Source: an optimization exercise on an open RTL-to-GDS flow (aim: small area, a short achievable clock period and few clock cycles). Production flows keep margins and buffers that such runs may drop.
No run shown here included a check of the RTL's function; only the layout flow was run.
Power and IR drop assume default switching activity.

==> flow/design.v <==
module fadd_a(input [15:0] a, input [15:0] b, output [45:0] p);
  wire [4:0] ea = a[14:10], eb = b[14:10];
  wire sa = a[15], sb = b[15];
  wire [4:0] d = ea - eb;
  wire swap = (eb > ea);
  wire sub = sa ^ sb;
  wire [4:0] E0 = swap ? eb : ea;
  wire [10:0] ma = {|ea, a[9:0]}, mb = {|eb, b[9:0]};
  wire [10:0] mbig = swap ? mb : ma;
  wire [10:0] msml = swap ? ma : mb;
  wire [25:0] al = {msml, 15'b0} >> d;
  wire spec = (&ea) | (&eb);
  wire sign = spec ? ((&ea) ? sa : sb) : (swap ? sb : sa);
  assign p = {spec, sign, E0, sub, mbig, al, sub & (|al[14:0])};
endmodule
module fadd_b(input [45:0] p, output [23:0] q);
  wire spec = p[45], sign = p[44];
  wire [4:0] E0 = p[43:39];
  wire sub = p[38];
  wire [10:0] mbig = p[37:27];
  wire [25:0] al = p[26:1];
  wire borrow = p[0];
  wire [14:0] x = al[14:0];
  wire [11:0] yv = {sub, al[25:15] ^ {11{sub}}};
  wire [12:0] sum = {1'b0, mbig, 1'b1} + {yv, sub & ~borrow};
  wire [11:0] hi = sum[12:1];
  wire z13 = (x[12:0] == 13'd0);
  wire o13 = (x[12:0] == 13'h1FFF);
  wire c14 = ~x[13] & z13;
  wire s13 = sub ? (~x[13] ^ z13) : x[13];
  wire s14 = sub ? (~x[14] ^ c14) : x[14];
  wire or121 = sub ? ~(z13 | o13) : (|x[12:1]);
  wire and121 = sub ? ((x[12:0] == 13'd1) | (x[12:0] == 13'd2)) : (&x[12:1]);
  assign q = {spec, sign, E0, hi, s14, s13, or121, and121, x[0]};
endmodule
module fadd_c(input [23:0] p, output [15:0] y);
  wire spec = p[23], sign = p[22];
  wire [4:0] E0 = p[21:17];
  wire [13:0] H = p[16:3];      
  wire or121 = p[2], and121 = p[1], s0 = p[0];
  wire [11:0] U = H[13:2];      
  wire s14 = H[1], s13 = H[0];
  wire or13_1 = s13 | or121;
  wire or13_0 = s13 | or121 | s0;
  wire or12_0 = or121 | s0;
  wire all14_0 = s14 & s13 & and121 & s0;
  wire all14_1 = s14 & s13 & and121;
  wire [4:0] Ep1 = E0 + 5'd1, Ep2 = E0 + 5'd2, Ep3 = E0 + 5'd3;
  wire e28 = (E0 >= 5'd28), e29 = (E0 >= 5'd29), e30 = (E0 == 5'd30);
  wire cZ = (U == 12'd0);
  wire cO = U[11];
  wire cN = ~U[11] & U[10];
  wire [9:0] frO = U[10:1];
  wire condO = U[0] & (s14 | or13_1 | U[1]);
  wire cyO = U[0] & all14_1;
  wire all1O = &frO, zeroO = (frO == 10'd0);
  wire [9:0] frOi = frO + 10'd1;
  wire [9:0] frN = U[9:0];
  wire condN = s14 & (or13_0 | U[0]);
  wire cyN = all14_0;
  wire all1N = &frN, zeroN = (frN == 10'd0);
  wire [9:0] frNi = frN + 10'd1;
  reg [3:0] lz;
  always @(*)
    casez (U[9:0])
      10'b1?????????: lz = 4'd1;
      10'b01????????: lz = 4'd2;
      10'b001???????: lz = 4'd3;
      10'b0001??????: lz = 4'd4;
      10'b00001?????: lz = 4'd5;
      10'b000001????: lz = 4'd6;
      10'b0000001???: lz = 4'd7;
      10'b00000001??: lz = 4'd8;
      10'b000000001?: lz = 4'd9;
      default:        lz = 4'd10;
    endcase
  wire [11:0] X = {U[9:0], s14, s13} << (lz - 4'd1);
  wire [9:0] frL = X[10:1];
  wire condL = U[9] & s13 & (or12_0 | s14);
  wire bumpL = condL & (U[8:0] == 9'd0) & ~s14;
  reg [4:0] EL;
  always @(*)
    casez (U[9:0])
      10'b1?????????: EL = bumpL ? E0 : E0 - 5'd1;
      10'b01????????: EL = E0 - 5'd2;
      10'b001???????: EL = E0 - 5'd3;
      10'b0001??????: EL = E0 - 5'd4;
      10'b00001?????: EL = E0 - 5'd5;
      10'b000001????: EL = E0 - 5'd6;
      10'b0000001???: EL = E0 - 5'd7;
      10'b00000001??: EL = E0 - 5'd8;
      10'b000000001?: EL = E0 - 5'd9;
      default:        EL = E0 - 5'd10;
    endcase
  reg [4:0] E; reg [9:0] F; reg ovf;
  always @(*) begin
    if (cZ) begin
      E = all14_0 ? 5'd22 : 5'd0; F = 10'd0; ovf = 1'b0;
    end else if (cO) begin
      if (cyO & all1O) begin E = Ep3; F = 10'd0; ovf = e28; end
      else if (condO & zeroO & ~cyO) begin E = Ep2; F = frO; ovf = e29; end
      else begin E = Ep1; F = cyO ? frOi : frO; ovf = e30; end
    end else if (cN) begin
      if (cyN & all1N) begin E = Ep2; F = 10'd0; ovf = e29; end
      else if (condN & zeroN & ~cyN) begin E = Ep1; F = frN; ovf = e30; end
      else begin E = E0; F = cyN ? frNi : frN; ovf = 1'b0; end
    end else begin
      E = EL; F = frL; ovf = 1'b0;
    end
  end
  assign y = (spec | ovf) ? {sign, 5'b11111, 10'd0} : {sign, E, F};
endmodule
module fmul_a(input [15:0] a, input [15:0] b, output [66:0] p);
  wire [4:0] ea = a[14:10], eb = b[14:10];
  wire zero = (ea == 5'd0 && a[9:0] == 10'd0) || (eb == 5'd0 && b[9:0] == 10'd0);
  wire [10:0] ma = {1'b1, a[9:0]}, mb = {1'b1, b[9:0]};
  wire [13:0] pp0 = ma * mb[2:0];
  wire [13:0] pp1 = ma * mb[5:3];
  wire [13:0] pp2 = ma * mb[8:6];
  wire [12:0] pp3 = ma * mb[10:9];
  wire ga = ea > 5'd15, gb = eb > 5'd15;
  wire [4:0] ea1 = ea - 5'd15, eb1 = eb - 5'd15;
  reg [5:0] s0, s1;
  always @(*) begin
    if (ga & gb) begin
      s0 = {1'b0, ea1} + {1'b0, eb1};
      s1 = {1'b0, ea1} + {1'b0, eb1} + 6'd1;
    end else if (ga) begin
      s0 = {1'b0, ea1} - {1'b0, eb};
      s1 = s0;
    end else if (gb) begin
      s0 = {1'b0, eb1} - {1'b0, ea};
      s1 = s0;
    end else begin
      s0 = 6'b110001;
      s1 = 6'b110001;
    end
  end
  wire [5:0] t0 = s0 + 6'd15, t1 = s1 + 6'd15;
  wire [4:0] x0 = t0[5] ? 5'b11111 : t0[4:0];
  wire [4:0] x1 = t1[5] ? 5'b11111 : t1[4:0];
  assign p = {zero, a[15] ^ b[15], x1, x0, pp3, pp2, pp1, pp0};
endmodule
module fmul_b(input [66:0] p, output [23:0] q);
  wire [21:0] prod = {p[54:42], 9'd0} + {2'd0, p[41:28], 6'd0} + {5'd0, p[27:14], 3'd0} + {8'd0, p[13:0]};
  assign q = {p[66:55], prod[21:10]};
endmodule
module fmul_c(input [23:0] p, output [15:0] y);
  wire zero = p[23], sign = p[22];
  wire [4:0] x1 = p[21:17], x0 = p[16:12];
  wire [11:0] ph = p[11:0];    
  assign y = zero ? 16'd0 : (ph[11] ? {sign, x1, ph[10:1]} : {sign, x0, ph[9:0]});
endmodule
module ScalarRegFile (clk, rst, ra1, ra2, rd1, rd2,
                      bw_en, bw_hi, bw_dst, bw_data,
                      ww_lo, ww_hi, ww_dst, ww_data, r7_en, r7_data);
  input clk, rst;
  input [2:0] ra1, ra2;
  output [15:0] rd1, rd2;
  input bw_en, bw_hi;
  input [2:0] bw_dst;
  input [7:0] bw_data;
  input ww_lo, ww_hi;
  input [2:0] ww_dst;
  input [15:0] ww_data;
  input r7_en;
  input [15:0] r7_data;
  wire [15:0] regs [0:7];
  assign rd1 = regs[ra1];
  assign rd2 = regs[ra2];
  genvar g;
  generate
    for (g = 0; g < 8; g = g + 1) begin : entry
      reg [15:0] q;
      assign regs[g] = q;
      always @(posedge clk)
        if (rst)
          q <= 16'h0000;
        else begin
          if (ww_lo && ww_dst == g)              q[7:0] <= ww_data[7:0];
          else if (g == 7 && r7_en)              q[7:0] <= r7_data[7:0];
          else if (bw_en && !bw_hi && bw_dst == g) q[7:0] <= bw_data;
          if (ww_hi && ww_dst == g)              q[15:8] <= ww_data[15:8];
          else if (g == 7 && r7_en)              q[15:8] <= r7_data[15:8];
          else if (bw_en && bw_hi && bw_dst == g)  q[15:8] <= bw_data;
        end
    end
  endgenerate
endmodule
module VectorRegFile (clk, we_l, wd_l, we_a, wd_a, heads);
  input clk;
  input [7:0] we_l, we_a;
  input [15:0] wd_l, wd_a;
  output [127:0] heads;
  genvar g;
  generate
    for (g = 0; g < 8; g = g + 1) begin : entry
      reg [255:0] q;
      wire [255:0] rot = {q[15:0], q[255:16]};
      always @(posedge clk)
        q <= {rot[255:240], we_l[g] ? wd_l : rot[239:224], rot[223:192],
              we_a[g] ? wd_a : rot[191:176], rot[175:0]};
      assign heads[16*g +: 16] = q[15:0];
    end
  endgenerate
endmodule
module CVP14(output [15:0] Addr, output RD, output WR, output V, output [15:0] dataOut,
             input Reset, input Clk1, input [15:0] DataIn);
localparam QD = 4;                   
localparam FQ = 11;                  
localparam MU_IDLE = 2'd0, MU_VLD = 2'd1, MU_VSTW = 2'd2, MU_VSTR = 2'd3;
localparam AU_VADD = 2'd0, AU_VDOT = 2'd1, AU_SMUL = 2'd2;
function ok_add;
  input [15:0] x;
  ok_add = (x[14:0] == 15'd0) | (x[14:10] >= 5'd10 && x[14:10] <= 5'd27);
endfunction
function [4:0] emax;
  input [4:0] m;
  input [15:0] x;
  emax = (x[14:10] > m) ? x[14:10] : m;
endfunction
function ok_mul;
  input [4:0] ea, eb;
  ok_mul = (ea != 5'd31) & (eb != 5'd31) & ({1'b0, ea} + {1'b0, eb} <= 6'd44);
endfunction
reg [3:0] ph;                        
reg [7:0] zf;                        
reg [7:0] sa;                        
reg [4:0] mx [0:7];                  
reg [15:0] addr_q, dout_q;
reg rd_q, wr_q, v_q, vflag;
reg [15:0] q [0:QD-1];
reg [2:0] qn;                        
reg [15:0] ir_pc, fpc;
reg f_act;                           
wire [15:0] ir = q[0];
wire ir_v = (qn != 3'd0);
reg [1:0] mu_st;
reg [3:0] mu_cnt;
reg [15:0] base;
reg [2:0] mu_reg;
reg ld_now, ld_last;                 
reg l_oka;
reg [4:0] l_mx;
reg [15:0] ld1;
reg ld1_v;
reg [2:0] ld1_r;
reg rd_busy, rd_act, vdot_wait, rd_us;
reg [1:0] rd_op;
reg [2:0] rd_ra, rd_rb, rd_rd;
reg [3:0] rd_cnt;
reg [4:1] sv, sfirst, slast, sus;
reg [1:0] sop [1:4];
reg [2:0] srd [1:4];
reg [15:0] x1, y1;
reg [45:0] fa_p;
reg [23:0] fb_p;
reg [66:0] ma_p;
reg [23:0] mb_p;
reg [15:0] wres;
reg a_oka;
reg [4:0] a_mx;
reg f5_v, f5_oka;                    
reg [2:0] f5_rd;
reg [4:0] f5_mx;
reg us_busy, us_fin, us_vdot, ovf;
reg [15:0] us_pc;
reg [15:0] fq [0:FQ-1];
reg [3:0] fq_wp, fq_rp, fq_cnt;
reg [15:0] np;                       
reg np_v;
reg [15:0] acc;
reg [4:0] acc_k;
reg [1:0] acc_st;                    
reg vd_pend, vd_wlo, vd_whi, vd_wr;
reg [2:0] vd_rd;
reg [45:0] ca_p;
reg [23:0] cb_p;
integer k;
wire [3:0] op = ir[15:12];
wire is_vadd = (op == 4'd0);
wire is_vdot = (op == 4'd1);
wire is_smul = (op == 4'd2);
wire is_sst  = (op == 4'd3);
wire is_vld  = (op == 4'd4);
wire is_vst  = (op == 4'd5);
wire is_sll  = (op == 4'd6);
wire is_slh  = (op == 4'd7);
wire is_j    = (op == 4'd8);
wire is_au = is_vadd | is_vdot | is_smul;
wire is_mu = is_sst | is_vld | is_vst;
wire [2:0] f_d = ir[11:9], f_a = ir[8:6], f_b = ir[5:3];
wire [15:0] rx, ry;
wire [127:0] heads;
wire redirect = us_fin & ovf;
wire blocking = us_busy & ~(us_fin & ~ovf);           
wire s4_vec = sv[4] & (sop[4] != AU_VDOT);
function pend_w;
  input [2:0] r;
  pend_w = rd_busy & (rd_op != AU_VDOT) & (rd_rd == r);
endfunction
function au_wpend;
  input [2:0] r;
  au_wpend = (rd_busy & (rd_op != AU_VDOT) & (rd_rd == r)) |
             (sv[1] & (sop[1] != AU_VDOT) & (srd[1] == r)) |
             (sv[2] & (sop[2] != AU_VDOT) & (srd[2] == r)) |
             (sv[3] & (sop[3] != AU_VDOT) & (srd[3] == r)) |
             (s4_vec & (srd[4] == r)) | (f5_v & (f5_rd == r));
endfunction
function flags_pend;
  input [2:0] r;
  flags_pend = au_wpend(r);
endfunction
function pend_s;
  input [2:0] r;
  pend_s = vd_pend & (vd_rd == r);
endfunction
wire mu_free = (mu_st == MU_IDLE);
wire vld_act = (mu_st == MU_VLD) | ld_now;            
wire au_haz = (vld_act & (mu_reg == f_a | (mu_reg == f_b & ~is_smul))) |
              ((mu_st == MU_VSTW) & (mu_reg == f_d) & ~is_vdot);
wire wait_rd_d = vdot_wait & (rd_ra == f_d | rd_rb == f_d);
wire issue_safe = is_vadd ? (sa[f_a] & sa[f_b]) :
                  is_vdot ? ok_mul(mx[f_a], mx[f_b]) :
                            ok_mul(mx[f_a], ry[14:10]);
reg issue_ok;
always @(*) begin
  if (is_au)       issue_ok = ~rd_busy & ~au_haz & (~is_vdot | ~vd_pend) & (~is_smul | ~pend_s(f_b)) &
                              (issue_safe | ~(flags_pend(f_a) | (~is_smul & flags_pend(f_b))));
  else if (is_vld) issue_ok = mu_free & ~pend_s(f_a) & ~pend_w(f_d) & ~wait_rd_d;
  else if (is_vst) issue_ok = mu_free & ~ld_now & ~pend_s(f_a) & ~pend_w(f_d);
  else if (is_sst) issue_ok = mu_free & ~pend_s(f_a) & ~pend_s(f_d);
  else issue_ok = 1'b1;
end
wire issue = ir_v & ~blocking & ~redirect & issue_ok;
wire au_issue = issue & is_au;
wire mu_issue = issue & is_mu;
wire sll_vd = issue & is_sll & vd_pend & (vd_rd == f_d);
wire slh_vd = issue & is_slh & vd_pend & (vd_rd == f_d);
wire r7_en = redirect & ~(us_vdot & vd_rd == 3'd7);
wire r7_vd = r7_en & vd_pend & (vd_rd == 3'd7);
ScalarRegFile srf(.clk(Clk1), .rst(Reset),
                  .ra1(f_a), .ra2(is_smul ? f_b : f_d), .rd1(rx), .rd2(ry),
                  .bw_en(issue & (is_sll | is_slh)), .bw_hi(is_slh), .bw_dst(f_d), .bw_data(ir[7:0]),
                  .ww_lo(vd_wr & vd_wlo & ~sll_vd), .ww_hi(vd_wr & vd_whi & ~slh_vd),
                  .ww_dst(vd_rd), .ww_data(acc),
                  .r7_en(r7_en), .r7_data(us_pc));
wire [7:0] we_l = ld1_v ? (8'd1 << ld1_r) : 8'd0;
wire [7:0] we_a = s4_vec ? (8'd1 << srd[4]) : 8'd0;
VectorRegFile vrf(.clk(Clk1), .we_l(we_l), .wd_l(ld1), .we_a(we_a), .wd_a(wres), .heads(heads));
wire [2:0] sel_a = rd_busy ? rd_ra : f_a;
wire [2:0] sel_b = rd_busy ? rd_rb : f_b;
wire [2:0] sel_c = mu_free ? f_d : mu_reg;
wire [15:0] va = zf[sel_a] ? 16'd0 : heads[16*sel_a +: 16];
wire [15:0] vb = zf[sel_b] ? 16'd0 : heads[16*sel_b +: 16];
wire [15:0] vc = zf[sel_c] ? 16'd0 : heads[16*sel_c +: 16];
wire [1:0] i_op = is_vadd ? AU_VADD : (is_vdot ? AU_VDOT : AU_SMUL);
wire first_read = (au_issue & (~is_vdot | ph == 4'd0)) | (vdot_wait & ph == 4'd0);
wire read_now = first_read | rd_act;
wire read_last = rd_act & (rd_cnt == 4'd15);
wire [1:0] cur_op = au_issue ? i_op : rd_op;
wire [2:0] cur_rd = au_issue ? f_d : rd_rd;
wire [45:0] fa_pn;
wire [23:0] fb_pn;
wire [66:0] ma_pn;
wire [23:0] mb_pn;
wire [15:0] fc_y, mc_y;
fadd_a ua1(.a(x1), .b(y1), .p(fa_pn));
fadd_b ua2(.p(fa_p), .q(fb_pn));
fadd_c ua3(.p(fb_p), .y(fc_y));
fmul_a um1(.a(x1), .b(y1), .p(ma_pn));
fmul_b um2(.p(ma_p), .q(mb_pn));
fmul_c um3(.p(mb_p), .y(mc_y));
always @(posedge Clk1) begin
  if (Reset) begin
    rd_busy <= 1'b0; rd_act <= 1'b0; vdot_wait <= 1'b0;
    sv <= 4'd0;
    us_busy <= 1'b0; us_fin <= 1'b0; ovf <= 1'b0;
  end else begin
    if (us_fin) begin us_fin <= 1'b0; us_busy <= 1'b0; end
    else if (sv[4] & slast[4] & sus[4]) us_fin <= 1'b1;
    if (au_issue) begin
      rd_busy <= 1'b1;
      rd_op <= i_op; rd_ra <= f_a; rd_rb <= f_b; rd_rd <= f_d; rd_us <= ~issue_safe;
      vdot_wait <= is_vdot & (ph != 4'd0);
      if (~issue_safe) begin
        us_busy <= 1'b1; us_vdot <= is_vdot; us_pc <= ir_pc; ovf <= 1'b0;
      end
    end
    if (vdot_wait & ph == 4'd0) vdot_wait <= 1'b0;
    if (first_read) begin rd_act <= 1'b1; rd_cnt <= 4'd1; end
    else if (rd_act) begin rd_cnt <= rd_cnt + 4'd1; if (rd_cnt == 4'd15) rd_act <= 1'b0; end
    if (read_last) rd_busy <= 1'b0;
    sv <= {sv[3:1], read_now};
    if (sv[4] & (wres == 16'h7C00)) ovf <= 1'b1;
  end
end
always @(posedge Clk1) begin
  if (read_now) begin
    x1 <= va;
    if (cur_op != AU_SMUL) y1 <= vb;
    else if (au_issue) y1 <= ry;
  end
  sfirst <= {sfirst[3:1], first_read};
  slast <= {slast[3:1], read_last};
  sus <= {sus[3:1], au_issue ? ~issue_safe : rd_us};
  sop[1] <= cur_op; sop[2] <= sop[1]; sop[3] <= sop[2]; sop[4] <= sop[3];
  srd[1] <= cur_rd; srd[2] <= srd[1]; srd[3] <= srd[2]; srd[4] <= srd[3];
  fa_p <= fa_pn;
  fb_p <= fb_pn;
  ma_p <= ma_pn;
  mb_p <= mb_pn;
  wres <= (sop[3] == AU_VADD) ? fc_y : mc_y;
  if (s4_vec) begin
    a_oka <= (a_oka | sfirst[4]) & ok_add(wres);
    a_mx <= emax(sfirst[4] ? 5'd0 : a_mx, wres);
  end
end
wire push = sv[4] & (sop[4] == AU_VDOT);
wire fq_has = (fq_cnt != 4'd0);
wire step = vd_pend & np_v & (acc_st == 2'd0) & (acc_k != 5'd16);
wire np_load_q = step & fq_has;                        
wire np_load_p = push & (step ? ~fq_has : ~np_v);       
wire fq_push = push & ~np_load_p;
wire [45:0] ca_pn;
wire [23:0] cb_pn;
wire [15:0] cc_y;
fadd_a uc1(.a(acc), .b(np), .p(ca_pn));
fadd_b uc2(.p(ca_p), .q(cb_pn));
fadd_c uc3(.p(cb_p), .y(cc_y));
always @(posedge Clk1) begin
  if (Reset) begin
    vd_pend <= 1'b0; acc_st <= 2'd0; vd_wr <= 1'b0; np_v <= 1'b0;
  end else begin
    if (sll_vd | r7_vd) vd_wlo <= 1'b0;
    if (slh_vd | r7_vd) vd_whi <= 1'b0;
    if (au_issue & is_vdot) begin
      vd_pend <= 1'b1; vd_rd <= f_d; vd_wlo <= 1'b1; vd_whi <= 1'b1;
      acc_k <= 5'd0; fq_cnt <= 4'd0; fq_wp <= 4'd0; fq_rp <= 4'd0; np_v <= 1'b0;
    end else begin
      if (fq_push) fq_wp <= (fq_wp == FQ - 1) ? 4'd0 : fq_wp + 4'd1;
      if (np_load_q) fq_rp <= (fq_rp == FQ - 1) ? 4'd0 : fq_rp + 4'd1;
      fq_cnt <= fq_cnt + {3'd0, fq_push} - {3'd0, np_load_q};
      if (step) acc_k <= acc_k + 5'd1;
      if (np_load_q | np_load_p) np_v <= 1'b1;
      else if (step) np_v <= 1'b0;
    end
    acc_st <= {acc_st[0], step & (acc_k != 5'd0)};
    vd_wr <= acc_st[1] & (acc_k == 5'd16);
    if (vd_wr) vd_pend <= 1'b0;
  end
end
always @(posedge Clk1) begin
  if (fq_push) fq[fq_wp] <= wres;
  if (np_load_q) np <= fq[fq_rp];
  else if (np_load_p) np <= wres;
  ca_p <= ca_pn;
  cb_p <= cb_pn;
  if (step & (acc_k == 5'd0)) acc <= np;
  else if (acc_st[1]) acc <= cc_y;
end
wire [3:0] eoff0 = is_vld ? ph + 4'd1 : 4'd0;
wire [6:0] soff = {ir[5], ir[5:0]} + {3'd0, eoff0};
wire [15:0] addr_now = rx + {{9{soff[6]}}, soff};
wire [15:0] base_now = rx + {{10{ir[5]}}, ir[5:0]};
reg n_mu_port, n_mu_rd, n_mu_wr, n_ld, n_ld_last, n_first;
reg [15:0] n_dout;
reg [3:0] n_eoff, n_mu_cnt;
reg [1:0] n_mu_st;
always @(*) begin
  n_mu_port = 1'b0; n_mu_rd = 1'b0; n_mu_wr = 1'b0; n_ld = 1'b0; n_ld_last = 1'b0;
  n_first = 1'b0; n_eoff = 4'd0; n_dout = vc;
  n_mu_st = mu_st; n_mu_cnt = mu_cnt;
  case (mu_st)
    MU_IDLE:
      if (mu_issue) begin
        n_first = 1'b1;
        if (is_vld) begin
          n_mu_port = 1'b1; n_mu_rd = 1'b1; n_ld = 1'b1;
          n_mu_st = MU_VLD; n_mu_cnt = 4'd1;
        end else if (is_sst) begin
          n_mu_port = 1'b1; n_mu_wr = 1'b1; n_dout = ry;
        end else if (ph == 4'd0) begin
          n_mu_port = 1'b1; n_mu_wr = 1'b1; n_mu_st = MU_VSTR;
        end else
          n_mu_st = MU_VSTW;
      end
    MU_VLD: begin
      n_mu_port = 1'b1; n_mu_rd = 1'b1; n_ld = 1'b1; n_eoff = ph + 4'd1;
      n_mu_cnt = mu_cnt + 4'd1;
      if (mu_cnt == 4'd15) begin n_mu_st = MU_IDLE; n_ld_last = 1'b1; end
    end
    MU_VSTW:
      if (ph == 4'd0) begin
        n_mu_port = 1'b1; n_mu_wr = 1'b1; n_mu_st = MU_VSTR;
      end
    MU_VSTR: begin
      n_mu_port = 1'b1; n_mu_wr = 1'b1; n_eoff = ph;
      if (ph == 4'd15) n_mu_st = MU_IDLE;
    end
  endcase
end
wire [15:0] n_mu_addr = n_first ? addr_now : base + {12'd0, n_eoff};
wire flush = redirect | (issue & is_j);
wire [15:0] jt = ir_pc + {{4{ir[11]}}, ir[11:0]};
wire [15:0] jt1 = ir_pc + {{4{ir[11]}}, ir[11:0]} + 16'd1;
wire [15:0] target = redirect ? 16'hFFF0 : jt;
wire [15:0] target1 = redirect ? 16'hFFF1 : jt1;
wire [15:0] fpc1 = fpc + 16'd1;
wire arrive = f_act & ~flush;
wire [2:0] qn_pop = qn - {2'd0, issue};
wire [2:0] n_qn = flush ? 3'd0 : qn_pop + {2'd0, arrive};
wire n_f_act = ~n_mu_port & (n_qn != QD);
wire [15:0] fetch_addr = flush ? target : fpc;
wire n_vflag = redirect | (vflag & ~issue);
always @(posedge Clk1) begin
  if (Reset) begin
    ph <= 4'd0;
    zf <= 8'hFF; sa <= 8'hFF;
    for (k = 0; k < 8; k = k + 1) mx[k] <= 5'd0;
    qn <= 3'd0; ir_pc <= 16'd0; fpc <= 16'd1; f_act <= 1'b1;
    addr_q <= 16'd0; rd_q <= 1'b1; wr_q <= 1'b0; v_q <= 1'b0; vflag <= 1'b0;
    mu_st <= MU_IDLE; ld_now <= 1'b0; ld_last <= 1'b0; ld1_v <= 1'b0;
    f5_v <= 1'b0;
  end else begin
    ph <= ph + 4'd1;
    qn <= n_qn;
    ir_pc <= flush ? target : (issue ? ir_pc + 16'd1 : ir_pc);
    fpc <= flush ? (n_f_act ? target1 : target) : (n_f_act ? fpc1 : fpc);
    f_act <= n_f_act;
    addr_q <= n_mu_port ? n_mu_addr : fetch_addr;
    rd_q <= n_mu_port ? n_mu_rd : n_f_act;
    wr_q <= n_mu_port & n_mu_wr;
    vflag <= n_vflag;
    v_q <= n_vflag & ~n_mu_port & n_f_act;    
    mu_st <= n_mu_st; mu_cnt <= n_mu_cnt;
    ld_now <= n_ld; ld_last <= n_ld_last;
    ld1_v <= ld_now; ld1_r <= mu_reg;
    if (ld_now) begin
      l_oka <= l_oka & ok_add(DataIn);
      l_mx <= emax(l_mx, DataIn);
    end
    if (ld_last) begin
      zf[mu_reg] <= 1'b0;
      if (~au_wpend(mu_reg)) begin
        sa[mu_reg] <= l_oka & ok_add(DataIn);
        mx[mu_reg] <= emax(l_mx, DataIn);
      end
    end
    f5_v <= s4_vec & slast[4];
    f5_rd <= srd[4];
    f5_oka <= (a_oka | sfirst[4]) & ok_add(wres);
    f5_mx <= emax(sfirst[4] ? 5'd0 : a_mx, wres);
    if (f5_v & ~((rd_busy & (rd_op != AU_VDOT) & (rd_rd == f5_rd)) |
                 (sv[1] & (sop[1] != AU_VDOT) & (srd[1] == f5_rd)) |
                 (sv[2] & (sop[2] != AU_VDOT) & (srd[2] == f5_rd)) |
                 (sv[3] & (sop[3] != AU_VDOT) & (srd[3] == f5_rd)) |
                 (s4_vec & (srd[4] == f5_rd)) |
                 (vld_act & (mu_reg == f5_rd)) | (ld1_v & (ld1_r == f5_rd)))) begin
      sa[f5_rd] <= f5_oka;
      mx[f5_rd] <= f5_mx;
    end
    if (read_last & (rd_op != AU_VDOT)) zf[rd_rd] <= 1'b0;
    if (mu_issue & is_vld) begin
      sa[f_d] <= 1'b0; mx[f_d] <= 5'd31;
      l_oka <= 1'b1; l_mx <= 5'd0;
    end
    if (au_issue & ~is_vdot) begin
      sa[f_d] <= 1'b0; mx[f_d] <= 5'd31;
    end
  end
end
always @(posedge Clk1) begin
  for (k = 0; k < QD; k = k + 1)
    if (arrive && k == qn_pop) q[k] <= DataIn;
    else if (issue && k < QD - 1) q[k] <= q[k + 1];
end
always @(posedge Clk1) begin
  if (mu_issue) begin base <= base_now; mu_reg <= f_d; end
  dout_q <= n_dout;
  ld1 <= DataIn;
end
assign Addr = addr_q;
assign RD = rd_q;
assign WR = wr_q;
assign V = v_q;
assign dataOut = dout_q;
endmodule
==> flow/run.sh <==
#!/bin/bash
# synth_recipe.tcl (not shown) runs the flow's synth.tcl, then flattens the netlist and writes it again
# the make line also repeats each setting of config.mk as NAME=value (left out here)
make -C /OpenROAD-flow-scripts/flow DESIGN_CONFIG=/design/flow/config.mk WORK_HOME=/design/flow/orfs CLKGATE_MAP_FILE= SYNTH_SCRIPT=/design/flow/synth_recipe.tcl finish
==> flow/config.mk <==
export PLATFORM = sky130hd
export DESIGN_NAME = CVP14
export DESIGN_NICKNAME = CVP14
export VERILOG_FILES = /design/flow/design.v
export SDC_FILE = /design/flow/constraint.sdc
export NUM_CORES = 8
export LEC_CHECK = 0
export CAP_MARGIN = 30
export CORE_MARGIN = 2
export CORE_UTILIZATION = 40
export SLEW_MARGIN = 30
==> flow/constraint.sdc <==
create_clock -name core_clock -period 20.0 [get_ports {Clk1}]
set_input_delay 4.0000 -clock core_clock [delete_from_list [all_inputs] [get_ports {Clk1}]]
set_output_delay 4.0000 -clock core_clock [all_outputs]
set_load 0.01 [all_outputs]
==> results.json, run 1 <==
{
  "synth_seq_cells": 3036,
  "chipHeight_um": 517.2,
  "avgSynthCellArea_um2": 12.00,
  "multiInputGateArea_mm2": 0.03798,
  "io_pins": 53,
  "vias": 67198,
  "wl_mm": 293.0,
  "portBuffers": 52,
  "grt_use_total_pct": 21.50,
  "worstPathArrival_ps": 8910,
  "clock_power_share_pct": 28.2,
  "routed_via_density": 5.333,
  "die_area_mm2": 0.2675,
  "slew_headroom_pct": 29.55,
  "die-width_um": 517.2,
  "fmax_ghz": 0.1240,
  "combPwrFrac_pct": 34.8,
  "cts_htree_levels": 5,
  "areaGrowthSynthToFinish_pct": 14.19,
  "post_cts_buffers": 0,
  "drtAntennaViolNets": 0,
  "reg.largest.list": "vrf.entry.q: 2048 flops, fq: 176 flops, srf.entry.q: 128 flops",
  "fin_area_mm2": 0.1203,
  "period_needed_ps": 8068,
  "min_period_over_period_pct": 40.34,
  "fp-row-count": 188,
  "hp-class": "reg -> reg",
  "numCtsBuffers": 315,
  "clock-sinks": 3036,
  "max_cap_viol_count": 0,
  "drc_errors": 0,
  "clk_path_buf_depth": 4,
  "end_kind": "register",
  "final_util_pct": 45.87,
  "drtIter0Drc": 6336,
  "slew_viol_final": 0,
  "ys_seq_area_share_pct": 61.54,
  "grt_pass1_wl_mm": 432.8,
  "cts_root_buffer": "clkbuf_16",
  "setup_violations": 0,
  "tightest_slew_ps": 1057,
  "status": "finished clean",
  "critPathLaunchType": "register",
  "core_area_mm2": 0.2623,
  "irDropWorstVdd_mv": 0.2044,
  "routedWlPerCell_um": 23.25,
  "post-dp-hpwl_mm": 195.4,
  "crit_required_ps": 20840,
  "placed_area_mm2": 0.1098,
  "post_route_cells_drive_above_1_share_pct": 13.71,
  "cts_tree": "done",
  "clkTransAtPathRegs_ps": 60,
  "synth_cells": 8782,
  "fin_tns_setup_ps": 0,
  "crit_type": "reg -> reg",
  "sw_frac_of_total_pct": 36.48,
  "cp_max_fo": 56,
  "switchingPower_mw": 7.552,
  "cts-resized-gates": 0,
  "regMostFlops": "vrf.entry.q",
  "initial_core_util_pct": 40.17,
  "syn_nets": 9160,
  "largest_register_ffs": 2048,
  "firstDrtPassIters": 10,
  "p_int_mw": 13.15,
  "gp_congestion": 0.9442,
  "skew_ps": 97.52,
  "grt_start_max_net_pins": 82,
  "final.fill_count": 23550,
  "holdWs_ps": 272.6,
  "nets": 9230,
  "synth-edff-count": 406,
  "regArea_mm2": 0.06485,
  "ctsHoldBuffers": 0,
  "p_per_area_mw_per_mm2": 172.1,
  "grt_pass1_vias": 66292,
  "clk_latency_ps": 970,
  "pwr-share-seq_pct": 37.0,
  "gr-total-overflow": 0,
  "ys_warn_count": 8,
  "p_leak_nw": 47.58,
  "finalHoldViolCount": 0,
  "ys_types": 101,
  "antenna_found_initial": 18,
  "syn_area_mm2": 0.1054,
  "totalPowerFinal_mw": 20.70,
  "ys.flop_type": "dfxtp_1",
  "async_flop_share_pct": 0,
  "rsz0062_at_grt": "no"
}
## routing by layer
metal	up-vias	global-route usage, %	share of wire, %
li1	31146	-	-
met1	33206	29.41	45
met2	2276	33.76	45
met3	564	3.812	6.3
met4	6	8.440	3.8
met5	-	0	0.015
## final cells by class
type                    instances  share of cell area [%]
well taps                    3515                   3.656
multi-input cells            5022                   31.57
repair buffers                187                   1.299
inverters                     290                  0.9048
clock inverters               121                   1.102
diodes                          2                0.004160
flip-flops and latches       3036                   53.90
clock buffers                 427                   7.563
## cells in the final DEF (no fill, tap or decap), drive strengths merged, types with 36 or more instances in the layout
cell	n
nand3	189
clkdlybuf4s50	51
nor2b	70
nor3b	39
dfxtp	2630
a21oi	343
mux2	336
and2	74
a21o	57
a221oi	66
nor2	524
clkinv	71
mux2i	221
and3	64
o22ai	56
nor3	98
a31oi	50
nand2	786
a22oi	36
a222oi	39
o21ai	333
xnor2	203
o211ai	48
buf	136
xor2	169
nor4	38
mux4	176
inv	301
fa	66
a211oi	115
clkbuf	427
nand4	79
nand2b	52
edfxtp	406
ha	294
## stage by stage
stage | worst slack, ps | cells
3_3_place_gp | 12300 | 12049
5_1_grt | 11340 | 12600
2_1_floorplan | 13200 | 8782
6_report | 11930 | 12600
4_1_cts | 11970 | 12598
3_5_place_dp | 12000 | 12050
## synthesized netlist by cell type (all sizes together), types with 39 or more instances
cell | n | area (µm²)
mux2i | 221 | 2241
ha | 294 | 3679
o211ai | 48 | 360.4
a211oi | 115 | 880.8
xor2 | 169 | 1480
a21o | 57 | 427.9
nor3b | 39 | 292.8
a221oi | 66 | 578.1
nand3 | 189 | 975.9
and2 | 74 | 462.9
nand2 | 786 | 2953
dfxtp | 2630 | 52650
edfxtp | 406 | 12190
nor2b | 70 | 437.9
o21ai | 333 | 1667
fa | 66 | 1321
mux2 | 336 | 3821
buf | 82 | 385.4
nor3 | 98 | 500.5
and3 | 64 | 400.4
nor2 | 524 | 1967
nand4 | 79 | 524.3
mux4 | 176 | 3964
a222oi | 39 | 390.4
nand2b | 52 | 332.8
o22ai | 56 | 369.1
clkbuf | 352 | 1323
inv | 285 | 1070
a31oi | 50 | 312.8
xnor2 | 203 | 1778
a21oi | 343 | 1717
## cells by family (layout without fill, tap and decap cells)
family          Yosys count  after routing  share of synthesized area, %
other cells               0              2                             0
buf+inv                 724           1025                         2.654
compound gates         1451           1451                         9.126
xor+xnor                372            372                         3.092
flops                  3036           3036                         61.54
mux                     733            733                         9.516
fa+ha+maj               360            360                         4.745
simple gates           2106           2106                         9.322
## power groups by stage
stage	registers, mW	clock network, mW	logic, mW
floorplan	7.41	0	5.05
global route	7.71	6.19	7.86
finish	7.65	5.84	7.21
detailed placement	7.77	0	7.13
global placement	7.76	0	7.01
CTS	7.65	5.95	7.17
## critical path, cell delays in order (launching register included)
cell	delay (ps)
edfxtp_1	770
buf_4	620
nand2b_1	130
mux2i_2	740
a221oi_1	240
o22ai_2	330
o22ai_1	160
inv_1	140
ha_1	210
fa_1	430
nor2_1	140
nor2_1	60
a21oi_1	160
o2bb2ai_1	80
o2bb2ai_1	170
a211oi_4	250
buf_4	600
ha_1	280
ha_1	270
inv_1	170
ha_1	240
xor2_1	170
nor3_1	430
nand2_1	280
nand3b_1	270
nor2_1	100
xnor2_1	130
a221oi_1	320
## path summary, 6_finish.rpt
check | from | to | slack (ps) | depth (start not counted)
setup / recovery | q[0][3]$_DFFE_PN_ | fpc[6]$_SDFFE_PP0P_ | 11930 | 27
hold / removal | vrf.entry[6].q[170]$_DFF_P_ | vrf.entry[6].q[154]$_DFF_P_ | 270 | 0
setup reg to reg | q[0][3]$_DFFE_PN_ | fpc[6]$_SDFFE_PP0P_ | 11930 | 27
hold reg to reg | vrf.entry[6].q[170]$_DFF_P_ | vrf.entry[6].q[154]$_DFF_P_ | 270 | 0
==> run 2, diff against run 1 <==
--- a/flow/config.mk
+++ b/flow/config.mk
@@ -5,7 +5,7 @@
 export SDC_FILE = /design/flow/constraint.sdc
 export NUM_CORES = 8
 export LEC_CHECK = 0
-export CAP_MARGIN = 30
+export CAP_MARGIN = 80
 export CORE_MARGIN = 2
 export CORE_UTILIZATION = 40
-export SLEW_MARGIN = 30
+export SLEW_MARGIN = 80
==> run 2 against run 1 <==
Sequential share of layout area decreased by 3.6 points; utilization increased by 3.4 points; clock power decreased by 0.9%; critical path type unchanged; first-iteration DRC count decreased by 2.8%; power increased by 7.4%; routed wire length increased by 2.2%; sequential cell count unchanged; via count increased by 3.4%; sequential power decreased by 1%; fmax increased by 2.5%.
==> results.json, run 2 <==
{
  "status": "finished clean",
  "p_leak_nw": 50.81,
  "grt_start_max_net_pins": 37,
  "routed_via_density": 5.304,
  "avgSynthCellArea_um2": 12.00,
  "setup_violations": 0,
  "synth_top_cell_area_share_pct": 49.97,
  "ys_types": 101,
  "areaGrowthSynthToFinish_pct": 22.74,
  "post-dp-hpwl_mm": 215.3,
  "largest_register_ffs": 2048,
  "drtAntennaViolNets": 0,
  "synth_seq_cells": 3036,
  "rsz0062_at_grt": "no",
  "initial_core_util_pct": 40.17,
  "finalHoldViolCount": 0,
  "slew_headroom_pct": 77.02,
  "slew_viol_final": 0,
  "max_cap_viol_count": 0,
  "synth_cells": 8782,
  "synth-edff-count": 406,
  "grt_use_total_pct": 22.05,
  "irDropWorstVdd_mv": 0.1269,
  "timing.rr.start": "q[0][14]$_DFFE_PN_",
  "ys.flop_type": "dfxtp_1",
  "routedWlPerCell_um": 22.84,
  "gp_congestion": 0.9442,
  "grt_pass1_vias": 68986,
  "combPwrFrac_pct": 40.1,
  "gr-total-overflow": 0,
  "reg.largest.list": "vrf.entry.q: 2048 flops, fq: 176 flops, srf.entry.q: 128 flops",
  "cp_max_fo": 19,
  "grt_pass1_wl_mm": 446.2,
  "synth_largest_area_cell": "dfxtp_1",
  "firstDrtPassIters": 6,
  "post_route_cells_drive_above_1_share_pct": 23.47,
  "synthTopCellsByArea": "dfxtp_1 (50%), edfxtp_1 (12%), mux4_2 (3.8%), ha_1 (3.5%), mux2_2 (3.5%)",
  "syn_area_mm2": 0.1054,
  "clk_path_buf_depth": 4,
  "async_flop_share_pct": 0,
  "critPathLaunchType": "register",
  "final_common_cell": "dfxtp_1",
  "sw_frac_of_total_pct": 36.75,
  "tightest_slew_ps": 343.5,
  "syn_nets": 9160,
  "chipHeight_um": 517.2,
  "clk_latency_ps": 990,
  "p_per_area_mw_per_mm2": 172.0,
  "crit_path_frequent_cell": "ha_1",
  "io_pins": 53,
  "die_area_mm2": 0.2675,
  "fin_tns_setup_ps": 0,
  "cts_root_buffer": "clkbuf_16",
  "crit_required_ps": 20810,
  "crit_type": "reg -> reg",
  "fmax_ghz": 0.1270,
  "fp-row-count": 188,
  "portBuffers": 52,
  "clock-sinks": 3036,
  "switchingPower_mw": 8.174,
  "cp_slowest_stage_delay_ps": 510,
  "cts_tree": "done",
  "hp-class": "reg -> reg",
  "drc_errors": 0,
  "pwr-share-seq_pct": 33.9,
  "min_period_over_period_pct": 39.36,
  "ys_seq_area_share_pct": 61.54,
  "clkTransAtPathRegs_ps": 70,
  "regMostFlops": "vrf.entry.q",
  "cts_htree_levels": 5,
  "synthTopCellsByCount": "dfxtp_1 (2630), nand2_1 (785), nor2_1 (524), edfxtp_1 (406), clkbuf_1 (351)",
  "p_int_mw": 14.07,
  "cp-startpoint": "q[0][14]$_DFFE_PN_",
  "vias": 69510,
  "antenna_found_initial": 12,
  "core_area_mm2": 0.2623,
  "hp-start": "vrf.entry[6].q[74]$_DFF_P_",
  "clock_power_share_pct": 26.0,
  "drtIter0Drc": 6156,
  "end_kind": "register",
  "nets": 9729,
  "totalPowerFinal_mw": 22.24,
  "numCtsBuffers": 314,
  "skew_ps": 108.3,
  "worstPathArrival_ps": 8690,
  "cts-resized-gates": 0,
  "crit_path_top_delay_cell": "or4b_1",
  "die-width_um": 517.2,
  "post_cts_buffers": 0,
  "yosysMostFrequentCell": "dfxtp_1",
  "period_needed_ps": 7872,
  "final.fill_count": 22661,
  "ys_warn_count": 8,
  "ctsHoldBuffers": 0,
  "wl_mm": 299.3,
  "final_cell_mix": "dfxtp_1 (2513), nand2_1 (757), nor2_1 (451)"
}
==> run 2: per-layer routing <==
metal / up-vias / global-route usage, % / share of wire [%]
met3: 657 / 3.785 / 6.2
met5: - / 0 / 0.010
met2: 2328 / 34.58 / 45
met4: 4 / 9.191 / 4.3
met1: 34256 / 30.07 / 44
li1: 32265 / - / -
==> run 2: cells by family after synthesis <==
group	count (synthesis)	synth area share, %
DFF	3036	61.54
and+or+nand+nor	2106	9.322
AOI/OAI and AO/OA	1451	9.126
muxes	733	9.516
buffers and inverters	724	2.654
xor gates and xnor gates	372	3.092
adders and majority gates	360	4.745
==> run 2: path summary, 6_finish.rpt <==
check,depth (start not counted),end,slack [ps]
hold / removal,0,vrf.entry[6].q[58]$_DFF_P_,260
setup / recovery,34,fpc[8]$_SDFFE_PP0P_,12130
setup reg to reg,34,fpc[8]$_SDFFE_PP0P_,12130
hold reg to reg,0,vrf.entry[6].q[58]$_DFF_P_,260
==> run 2: final cells by class <==
| class | count | area (µm²) | area share [%] |
|---|---|---|---|
| antenna | 5 | 12.51 | 0.009675 |
| timing repair buffer | 687 | 6720 | 5.197 |
| multi-input combinational | 5022 | 41640 | 32.20 |
| clock buffer | 428 | 9100 | 7.037 |
| inverter | 290 | 1124 | 0.8689 |
| tap | 3515 | 4398 | 3.401 |
| sequential | 3036 | 65080 | 50.33 |
| clock inverter | 121 | 1240 | 0.9588 |
==> run 2: power by group through the flow <==
stage          clock (mW)  sequential (mW)  combinational [mW]
2_1_floorplan           0             7.41                5.05
3_3_place_gp            0             7.76                7.01
3_5_place_dp            0             7.65                8.58
4_1_cts              5.90             7.53                8.64
5_1_grt              6.15             7.60                9.61
6_report             5.79             7.54                8.91
==> run 2: worst max-delay path, delay by kind of cell, from the launching register on <==
kind	cells	cell delay [ps]
flip-flops	1	420
adder cells (fa/ha/maj)	5	1400
AO/OA/AOI/OAI	11	2180
buffers and inverters	10	1870
XOR/XNOR	2	290
AND/OR/NAND/NOR	4	1010
multiplexers	2	520
==> run 2: stage by stage <==
step | instance area [µm²] | setup slack, ps | hold slack (ps) | util (%) | std cells
final | 129300 | 12130 | 261.7 | 49.31 | 13104
after global placement | 109800 | 12300 | 309.6 | 41.86 | 12049
after global routing | 129300 | 11700 | 261.5 | 49.30 | 13100
after floorplan | 105400 | 13200 | 309.6 | - | 8782
after CTS | 128200 | 12210 | 252.0 | 48.87 | 13070
after detailed placement | 117800 | 12210 | 312.0 | 44.93 | 12521
==> run 3, diff against run 2 <==
--- a/flow/design.v
+++ b/flow/design.v
@@ -219,14 +219,19 @@
   input [15:0] x;
   emax = (x[14:10] > m) ? x[14:10] : m;
 endfunction
+function [4:0] lim_of;
+  input [4:0] m;
+  lim_of = (m == 5'd31) ? 5'd0 : ((m <= 5'd14) ? 5'd30 : 5'd44 - m);   
+endfunction
 function ok_mul;
-  input [4:0] ea, eb;
-  ok_mul = (ea != 5'd31) & (eb != 5'd31) & ({1'b0, ea} + {1'b0, eb} <= 6'd44);
+  input [4:0] lim, e;
+  ok_mul = (lim != 5'd0) & (e <= lim);
 endfunction
 reg [3:0] ph;                        
 reg [7:0] zf;                        
 reg [7:0] sa;                        
 reg [4:0] mx [0:7];                  
+reg [4:0] lm [0:7];                  
 reg [15:0] addr_q, dout_q;
 reg rd_q, wr_q, v_q, vflag;
 reg [15:0] q [0:QD-1];
@@ -245,6 +250,10 @@
 reg [15:0] ld1;
 reg ld1_v;
 reg [2:0] ld1_r;
+reg sl_v, sl_safe;
+reg [1:0] sl_op;
+reg [2:0] sl_ra, sl_rb, sl_rd;
+reg [15:0] sl_sc;
 reg rd_busy, rd_act, vdot_wait, rd_us;
 reg [1:0] rd_op;
 reg [2:0] rd_ra, rd_rb, rd_rd;
@@ -260,6 +269,9 @@
 reg [15:0] wres;
 reg a_oka;
 reg [4:0] a_mx;
+reg ldf_v, ldf_oka;                  
+reg [2:0] ldf_r;
+reg [4:0] ldf_mx;
 reg f5_v, f5_oka;                    
 reg [2:0] f5_rd;
 reg [4:0] f5_mx;
@@ -307,29 +319,39 @@
              (sv[3] & (sop[3] != AU_VDOT) & (srd[3] == r)) |
              (s4_vec & (srd[4] == r)) | (f5_v & (f5_rd == r));
 endfunction
+function sl_w;
+  input [2:0] r;
+  sl_w = sl_v & (sl_op != AU_VDOT) & (sl_rd == r);
+endfunction
+function sl_r;
+  input [2:0] r;
+  sl_r = sl_v & ((sl_ra == r) | ((sl_op != AU_SMUL) & (sl_rb == r)));
+endfunction
 function flags_pend;
   input [2:0] r;
-  flags_pend = au_wpend(r);
+  flags_pend = au_wpend(r) | sl_w(r) | (ldf_v & (ldf_r == r));
 endfunction
 function pend_s;
   input [2:0] r;
-  pend_s = vd_pend & (vd_rd == r);
+  pend_s = (vd_pend & (vd_rd == r)) | (sl_v & (sl_op == AU_VDOT) & (sl_rd == r));
 endfunction
 wire mu_free = (mu_st == MU_IDLE);
 wire vld_act = (mu_st == MU_VLD) | ld_now;            
-wire au_haz = (vld_act & (mu_reg == f_a | (mu_reg == f_b & ~is_smul))) |
-              ((mu_st == MU_VSTW) & (mu_reg == f_d) & ~is_vdot);
+wire sl_haz = (vld_act & (mu_reg == sl_ra | (mu_reg == sl_rb & (sl_op != AU_SMUL)))) |
+              ((mu_st == MU_VSTW) & (mu_reg == sl_rd) & (sl_op != AU_VDOT));
 wire wait_rd_d = vdot_wait & (rd_ra == f_d | rd_rb == f_d);
+wire sl_start = sl_v & ~rd_busy & ~sl_haz & ((sl_op != AU_VDOT) | ~vd_pend);
 wire issue_safe = is_vadd ? (sa[f_a] & sa[f_b]) :
-                  is_vdot ? ok_mul(mx[f_a], mx[f_b]) :
-                            ok_mul(mx[f_a], ry[14:10]);
+                  is_vdot ? ok_mul(lm[f_a], mx[f_b]) :
+                            ok_mul(lm[f_a], ry[14:10]);
 reg issue_ok;
 always @(*) begin
-  if (is_au)       issue_ok = ~rd_busy & ~au_haz & (~is_vdot | ~vd_pend) & (~is_smul | ~pend_s(f_b)) &
+  if (is_au)       issue_ok = (~sl_v | sl_start) & (~is_smul | ~pend_s(f_b)) &
                               (issue_safe | ~(flags_pend(f_a) | (~is_smul & flags_pend(f_b))));
-  else if (is_vld) issue_ok = mu_free & ~pend_s(f_a) & ~pend_w(f_d) & ~wait_rd_d;
-  else if (is_vst) issue_ok = mu_free & ~ld_now & ~pend_s(f_a) & ~pend_w(f_d);
+  else if (is_vld) issue_ok = mu_free & ~pend_s(f_a) & ~pend_w(f_d) & ~wait_rd_d & ~sl_r(f_d) & ~sl_w(f_d);
+  else if (is_vst) issue_ok = mu_free & ~ld_now & ~pend_s(f_a) & ~pend_w(f_d) & ~sl_w(f_d);
   else if (is_sst) issue_ok = mu_free & ~pend_s(f_a) & ~pend_s(f_d);
+  else if (is_sll | is_slh) issue_ok = ~(sl_v & (sl_op == AU_VDOT) & (sl_rd == f_d));
   else issue_ok = 1'b1;
 end
 wire issue = ir_v & ~blocking & ~redirect & issue_ok;
@@ -348,18 +370,19 @@
 wire [7:0] we_l = ld1_v ? (8'd1 << ld1_r) : 8'd0;
 wire [7:0] we_a = s4_vec ? (8'd1 << srd[4]) : 8'd0;
 VectorRegFile vrf(.clk(Clk1), .we_l(we_l), .wd_l(ld1), .we_a(we_a), .wd_a(wres), .heads(heads));
-wire [2:0] sel_a = rd_busy ? rd_ra : f_a;
-wire [2:0] sel_b = rd_busy ? rd_rb : f_b;
+wire [2:0] sel_a = rd_busy ? rd_ra : sl_ra;
+wire [2:0] sel_b = rd_busy ? rd_rb : sl_rb;
 wire [2:0] sel_c = mu_free ? f_d : mu_reg;
 wire [15:0] va = zf[sel_a] ? 16'd0 : heads[16*sel_a +: 16];
 wire [15:0] vb = zf[sel_b] ? 16'd0 : heads[16*sel_b +: 16];
 wire [15:0] vc = zf[sel_c] ? 16'd0 : heads[16*sel_c +: 16];
 wire [1:0] i_op = is_vadd ? AU_VADD : (is_vdot ? AU_VDOT : AU_SMUL);
-wire first_read = (au_issue & (~is_vdot | ph == 4'd0)) | (vdot_wait & ph == 4'd0);
+wire sl_vdot = (sl_op == AU_VDOT);
+wire first_read = (sl_start & (~sl_vdot | ph == 4'd0)) | (vdot_wait & ph == 4'd0);
 wire read_now = first_read | rd_act;
 wire read_last = rd_act & (rd_cnt == 4'd15);
-wire [1:0] cur_op = au_issue ? i_op : rd_op;
-wire [2:0] cur_rd = au_issue ? f_d : rd_rd;
+wire [1:0] cur_op = sl_start ? sl_op : rd_op;
+wire [2:0] cur_rd = sl_start ? sl_rd : rd_rd;
 wire [45:0] fa_pn;
 wire [23:0] fb_pn;
 wire [66:0] ma_pn;
@@ -373,20 +396,25 @@
 fmul_c um3(.p(mb_p), .y(mc_y));
 always @(posedge Clk1) begin
   if (Reset) begin
-    rd_busy <= 1'b0; rd_act <= 1'b0; vdot_wait <= 1'b0;
+    rd_busy <= 1'b0; rd_act <= 1'b0; vdot_wait <= 1'b0; sl_v <= 1'b0;
     sv <= 4'd0;
     us_busy <= 1'b0; us_fin <= 1'b0; ovf <= 1'b0;
   end else begin
     if (us_fin) begin us_fin <= 1'b0; us_busy <= 1'b0; end
     else if (sv[4] & slast[4] & sus[4]) us_fin <= 1'b1;
+    if (sl_start) sl_v <= 1'b0;
     if (au_issue) begin
-      rd_busy <= 1'b1;
-      rd_op <= i_op; rd_ra <= f_a; rd_rb <= f_b; rd_rd <= f_d; rd_us <= ~issue_safe;
-      vdot_wait <= is_vdot & (ph != 4'd0);
+      sl_v <= 1'b1;
+      sl_op <= i_op; sl_ra <= f_a; sl_rb <= f_b; sl_rd <= f_d; sl_safe <= issue_safe; sl_sc <= ry;
       if (~issue_safe) begin
         us_busy <= 1'b1; us_vdot <= is_vdot; us_pc <= ir_pc; ovf <= 1'b0;
       end
     end
+    if (sl_start) begin
+      rd_busy <= 1'b1;
+      rd_op <= sl_op; rd_ra <= sl_ra; rd_rb <= sl_rb; rd_rd <= sl_rd; rd_us <= ~sl_safe;
+      vdot_wait <= sl_vdot & (ph != 4'd0);
+    end
     if (vdot_wait & ph == 4'd0) vdot_wait <= 1'b0;
     if (first_read) begin rd_act <= 1'b1; rd_cnt <= 4'd1; end
     else if (rd_act) begin rd_cnt <= rd_cnt + 4'd1; if (rd_cnt == 4'd15) rd_act <= 1'b0; end
@@ -399,11 +427,11 @@
   if (read_now) begin
     x1 <= va;
     if (cur_op != AU_SMUL) y1 <= vb;
-    else if (au_issue) y1 <= ry;
+    else if (sl_start) y1 <= sl_sc;
   end
   sfirst <= {sfirst[3:1], first_read};
   slast <= {slast[3:1], read_last};
-  sus <= {sus[3:1], au_issue ? ~issue_safe : rd_us};
+  sus <= {sus[3:1], sl_start ? ~sl_safe : rd_us};
   sop[1] <= cur_op; sop[2] <= sop[1]; sop[3] <= sop[2]; sop[4] <= sop[3];
   srd[1] <= cur_rd; srd[2] <= srd[1]; srd[3] <= srd[2]; srd[4] <= srd[3];
   fa_p <= fa_pn;
@@ -434,8 +462,8 @@
   end else begin
     if (sll_vd | r7_vd) vd_wlo <= 1'b0;
     if (slh_vd | r7_vd) vd_whi <= 1'b0;
-    if (au_issue & is_vdot) begin
-      vd_pend <= 1'b1; vd_rd <= f_d; vd_wlo <= 1'b1; vd_whi <= 1'b1;
+    if (sl_start & sl_vdot) begin
+      vd_pend <= 1'b1; vd_rd <= sl_rd; vd_wlo <= 1'b1; vd_whi <= 1'b1;
       acc_k <= 5'd0; fq_cnt <= 4'd0; fq_wp <= 4'd0; fq_rp <= 4'd0; np_v <= 1'b0;
     end else begin
       if (fq_push) fq_wp <= (fq_wp == FQ - 1) ? 4'd0 : fq_wp + 4'd1;
@@ -508,16 +536,19 @@
 wire [15:0] target1 = redirect ? 16'hFFF1 : jt1;
 wire [15:0] fpc1 = fpc + 16'd1;
 wire arrive = f_act & ~flush;
-wire [2:0] qn_pop = qn - {2'd0, issue};
-wire [2:0] n_qn = flush ? 3'd0 : qn_pop + {2'd0, arrive};
-wire n_f_act = ~n_mu_port & (n_qn != QD);
+wire [2:0] qn_a = qn + {2'd0, arrive};                
+wire [2:0] qn_b = qn - {2'd0, ~arrive};               
+wire [2:0] n_qn = flush ? 3'd0 : (issue ? qn_b : qn_a);
+wire room_a = (qn_a != QD);
+wire n_f_act = ~n_mu_port & (issue | flush | room_a);
 wire [15:0] fetch_addr = flush ? target : fpc;
 wire n_vflag = redirect | (vflag & ~issue);
 always @(posedge Clk1) begin
   if (Reset) begin
     ph <= 4'd0;
     zf <= 8'hFF; sa <= 8'hFF;
-    for (k = 0; k < 8; k = k + 1) mx[k] <= 5'd0;
+    for (k = 0; k < 8; k = k + 1) begin mx[k] <= 5'd0; lm[k] <= 5'd30; end
+    ldf_v <= 1'b0;
     qn <= 3'd0; ir_pc <= 16'd0; fpc <= 16'd1; f_act <= 1'b1;
     addr_q <= 16'd0; rd_q <= 1'b1; wr_q <= 1'b0; v_q <= 1'b0; vflag <= 1'b0;
     mu_st <= MU_IDLE; ld_now <= 1'b0; ld_last <= 1'b0; ld1_v <= 1'b0;
@@ -540,12 +571,15 @@
       l_oka <= l_oka & ok_add(DataIn);
       l_mx <= emax(l_mx, DataIn);
     end
-    if (ld_last) begin
-      zf[mu_reg] <= 1'b0;
-      if (~au_wpend(mu_reg)) begin
-        sa[mu_reg] <= l_oka & ok_add(DataIn);
-        mx[mu_reg] <= emax(l_mx, DataIn);
-      end
+    if (ld_last) zf[mu_reg] <= 1'b0;
+    ldf_v <= ld_last & ~au_wpend(mu_reg) & ~sl_w(mu_reg);
+    ldf_r <= mu_reg;
+    ldf_oka <= l_oka & ok_add(DataIn);
+    ldf_mx <= emax(l_mx, DataIn);
+    if (ldf_v & ~au_wpend(ldf_r) & ~sl_w(ldf_r)) begin
+      sa[ldf_r] <= ldf_oka;
+      mx[ldf_r] <= ldf_mx;
+      lm[ldf_r] <= lim_of(ldf_mx);
     end
     f5_v <= s4_vec & slast[4];
     f5_rd <= srd[4];
@@ -556,23 +590,26 @@
                  (sv[2] & (sop[2] != AU_VDOT) & (srd[2] == f5_rd)) |
                  (sv[3] & (sop[3] != AU_VDOT) & (srd[3] == f5_rd)) |
                  (s4_vec & (srd[4] == f5_rd)) |
-                 (vld_act & (mu_reg == f5_rd)) | (ld1_v & (ld1_r == f5_rd)))) begin
+                 (vld_act & (mu_reg == f5_rd)) | (ld1_v & (ld1_r == f5_rd)) | sl_w(f5_rd))) begin
       sa[f5_rd] <= f5_oka;
       mx[f5_rd] <= f5_mx;
+      lm[f5_rd] <= lim_of(f5_mx);
     end
     if (read_last & (rd_op != AU_VDOT)) zf[rd_rd] <= 1'b0;
     if (mu_issue & is_vld) begin
-      sa[f_d] <= 1'b0; mx[f_d] <= 5'd31;
+      sa[f_d] <= 1'b0; mx[f_d] <= 5'd31; lm[f_d] <= 5'd0;
       l_oka <= 1'b1; l_mx <= 5'd0;
     end
     if (au_issue & ~is_vdot) begin
-      sa[f_d] <= 1'b0; mx[f_d] <= 5'd31;
+      sa[f_d] <= 1'b0; mx[f_d] <= 5'd31; lm[f_d] <= 5'd0;
     end
   end
 end
+wire [QD-1:0] at_a = arrive ? (1 << qn) : {QD{1'b0}};
+wire [QD-1:0] at_b = arrive ? (1 << (qn - 3'd1)) : {QD{1'b0}};
 always @(posedge Clk1) begin
   for (k = 0; k < QD; k = k + 1)
-    if (arrive && k == qn_pop) q[k] <= DataIn;
+    if (issue ? at_b[k] : at_a[k]) q[k] <= DataIn;
     else if (issue && k < QD - 1) q[k] <= q[k + 1];
 end
 always @(posedge Clk1) begin
--- a/flow/config.mk
+++ b/flow/config.mk
@@ -5,7 +5,7 @@
 export SDC_FILE = /design/flow/constraint.sdc
 export NUM_CORES = 8
 export LEC_CHECK = 0
-export CAP_MARGIN = 80
+export CAP_MARGIN = 30
 export CORE_MARGIN = 2
 export CORE_UTILIZATION = 40
-export SLEW_MARGIN = 80
+export SLEW_MARGIN = 30
==> run 3 against run 2 <==
Area after synthesis up 2.9%; die area up 2.9%; clock power about the same; non-clock buffer count down 497; setup slack better by 320 ps; sequential share of layout area up 3.8 points; clock-buffer cell count down 10; clock skew down 21 ps; routed wire length down 0.37%; still clean; first-iteration DRC count down 0.80%; via count down 0.98%.
==> results.json, run 3 <==
{
  "status": "finished clean",
  "portBuffers": 52,
  "max_cap_viol_count": 0,
  "synthAdderAreaFrac_pct": 4.702,
  "gp_congestion": 0.9170,
  "ctsHoldBuffers": 0,
  "r2r_slack_ps": 12450,
  "initial_core_util_pct": 40.11,
  "die-width_um": 524.6,
  "drtAntennaViolNets": 0,
  "final_common_cell": "dfxtp_1",
  "die_area_mm2": 0.2752,
  "critPathLaunchType": "register",
  "post_cts_buffers": 0,
  "cts_tree": "done",
  "p_leak_nw": 48.50,
  "skew_ps": 87.46,
  "synth_compound_area_share_pct": 9.305,
  "clock_power_share_pct": 29.1,
  "irDropWorstVdd_mv": 0.1300,
  "sw_frac_of_total_pct": 35.36,
  "vias": 68826,
  "synth_top_family_by_area": "multiplexers",
  "cts_htree_levels": 5,
  "switchingPower_mw": 6.991,
  "pwr-share-seq_pct": 39.1,
  "ys_warn_count": 9,
  "post-dp-hpwl_mm": 199.7,
  "synth-edff-count": 440,
  "grt_use_total_pct": 21.12,
  "cts-resized-gates": 0,
  "yosysMostFrequentCell": "dfxtp_1",
  "fmax_ghz": 0.1324,
  "synthSimpleGateAreaFrac_pct": 8.770,
  "timing.rr.start": "q[0][13]$_DFFE_PN_",
  "hp-class": "reg -> reg",
  "p_per_area_mw_per_mm2": 160.4,
  "muxShareOfSynthArea_pct": 9.736,
  "fp-row-count": 191,
  "grt_pass1_wl_mm": 443.4,
  "fin_cells": 12839,
  "period_needed_ps": 7551,
  "synth_largest_area_cell": "dfxtp_1",
  "areaGrowthSynthToFinish_pct": 13.67,
  "io_pins": 53,
  "synth_top_cell_area_share_pct": 49.34,
  "nets": 9415,
  "clock-sinks": 3112,
  "synth_cells": 8985,
  "regArea_mm2": 0.06671,
  "avgSynthCellArea_um2": 12.07,
  "ys.flop_type": "dfxtp_1",
  "finalHoldViolCount": 0,
  "regMostFlops": "vrf.entry.q",
  "dp_cells": 12285,
  "rr_endpoint": "q[1][0]$_DFFE_PP_",
  "cts_root_buffer": "clkbuf_16",
  "crit_required_ps": 20560,
  "routedWlPerCell_um": 23.23,
  "fin_ws_ps": 12450,
  "syn_nets": 9372,
  "synth_seq_cells": 3112,
  "synthTopCellsByArea": "dfxtp_1 (49%), edfxtp_1 (12%), mux4_2 (3.6%), ha_1 (3.5%), mux2_2 (3.4%)",
  "worstPathArrival_ps": 8110,
  "final.fill_count": 24165,
  "slew_viol_final": 0,
  "largest_register_ffs": 2048,
  "core_area_mm2": 0.2703,
  "reg.largest.list": "vrf.entry.q: 2048 flops, fq: 176 flops, srf.entry.q: 128 flops",
  "synthXorXnorAreaFrac_pct": 3.369,
  "grt_pass1_vias": 67938,
  "clkTransAtPathRegs_ps": 60,
  "ys_types": 102,
  "clk_path_buf_depth": 4,
  "syn_area_mm2": 0.1084,
  "ys_seq_area_share_pct": 61.53,
  "slew_headroom_pct": 27.71,
  "antenna_found_initial": 12,
  "end_kind": "register",
  "fin_tns_setup_ps": 0,
  "combPwrFrac_pct": 31.8,
  "crit_type": "reg -> reg",
  "tightest_slew_ps": 1084,
  "cp-startpoint": "q[0][13]$_DFFE_PN_",
  "rsz0062_at_grt": "no",
  "grt_start_max_net_pins": 65,
  "chipHeight_um": 524.6,
  "synthTopCellsByCount": "dfxtp_1 (2672), nand2_1 (800), nor2_1 (501), edfxtp_1 (440), a21oi_1 (376)",
  "final_cell_mix": "dfxtp_1 (2669), nand2_1 (791), nor2_1 (498)",
  "numCtsBuffers": 307,
  "firstDrtPassIters": 9,
  "final_util_pct": 45.59,
  "clk_latency_ps": 880,
  "dp_slack_ps": 12420,
  "ff2ff_path_depth": 20,
  "crit_path_end": "q[1][0]$_DFFE_PP_",
  "wl_mm": 298.2,
  "drtIter0Drc": 6107,
  "multiInputGateArea_mm2": 0.03929,
  "min_period_over_period_pct": 37.75,
  "post_route_cells_drive_above_1_share_pct": 13.41,
  "routed_via_density": 5.361,
  "gr-total-overflow": 0,
  "p_int_mw": 12.78,
  "setup_violations": 0,
  "drc_errors": 0,
  "async_flop_share_pct": 0,
  "cp_max_fo": 39
}
## run 3: final cells by class
type / count / share of cell area, %
Sequential cell: 3112 / 54.13
Multi-Input combinational cell: 5154 / 31.88
Clock buffer: 418 / 7.080
Tap cell: 3570 / 3.625
Timing Repair Buffer: 190 / 1.331
Clock inverter: 127 / 1.134
Inverter: 263 / 0.8021
Antenna cell: 5 / 0.01015
## run 3: cell families (layout without fill, tap and decap cells)
family	count (synthesis)	count (layout)
other	0	5
multiplexers	788	788
adder cells (fa/ha/maj)	369	369
XOR/XNOR	417	417
buffers and inverters	719	998
flip-flops	3112	3112
AO/OA/AOI/OAI	1517	1517
AND/OR/NAND/NOR	2063	2063
## run 3: worst max-delay path, stage by stage, from the launching register on
cell      delay (ps)
edfxtp_1         640
nand2b_1         180
nor3_2           120
buf_4            260
mux2i_4          250
buf_4            450
nand3_1          740
o221a_2          620
ha_1             320
nand3_1          100
a21oi_1           50
a211oi_1         500
o32ai_1          210
o31ai_2          380
a311o_1          180
buf_4            190
and3_4           320
buf_4            460
nor2_4           100
a32oi_4          710
mux2_2           410
## run 3: how the worst min path moves through the flow
stage | startpoint | slack, ps | cells past startpoint | to
finish | vrf.entry[6].q[238]$_DFF_P_ | 260 | 0 | vrf.entry[6].q[222]$_DFF_P_
global placement | vrf.entry[5].q[163]$_DFF_P_ | 310 | 0 | vrf.entry[5].q[147]$_DFF_P_
floorplan | ca_p[39]$_DFF_P_ | 310 | 0 | cb_p[17]$_DFF_P_
detailed placement | vrf.entry[1].q[231]$_DFF_P_ | 310 | 0 | vrf.entry[1].q[215]$_DFF_P_
global route | vrf.entry[6].q[238]$_DFF_P_ | 260 | 0 | vrf.entry[6].q[222]$_DFF_P_
CTS | vrf.entry[6].q[238]$_DFF_P_ | 250 | 0 | vrf.entry[6].q[222]$_DFF_P_
## run 3: power by group through the flow
stage | clock network (mW) | registers (mW) | logic, mW
after global routing | 6.13 | 7.79 | 6.86
after detailed placement | 0 | 7.85 | 6.22
after floorplan | 0 | 7.48 | 4.43
after global placement | 0 | 7.84 | 6.14
final | 5.76 | 7.73 | 6.29
after CTS | 5.87 | 7.72 | 6.26
## run 3: stage by stage
step                      power [mW]  area [µm²]  hold WS (ps)
final                          19.77      123200         263.2
after global routing           20.78      123200         259.3
after CTS                      19.85      123100         254.4
after detailed placement       14.07      113000         312.1
after global placement         13.98      112800         309.5
after floorplan                11.92      108400         309.6
## run 3: routing by layer
layer / wire length (µm) / GRT usage (%) / vias to the layer above
met3: 19210 / 3.652 / 554
met5: 13 / 0 / -
li1: - / - / 31942
met4: 11600 / 8.397 / 2
met1: 132200 / 28.82 / 33967
met2: 135100 / 33.28 / 2361

static timing again, ports no longer ideal:
Ports are ideal in the flow. The routed layouts listed here were re-timed in OpenROAD. Step 1 assumes that a clkbuf_16 drives the clock port and a buf_2 every other input. Step 2 moves the port delays by t, midway between the first and last clock arrival at a register: inputs arrive t later, outputs are due t later. That takes back most of the time a late clock gives input paths. Slacks: no drivers / after step 1 / after step 2; pairs: no drivers / after step 1.
run	shift t [ns]	setup WS [ns]	latest minus earliest clock arrival (ns)	pins driven straight from the clock port
run 1	1.018	11.932 / 11.932 / 11.932	0.125 / 0.126	1
run 2	1.006	12.128 / 12.128 / 12.128	0.141 / 0.141	1
run 3	0.925	12.449 / 12.449 / 12.449	0.090 / 0.089	1
After both steps every run listed still meets setup and hold.
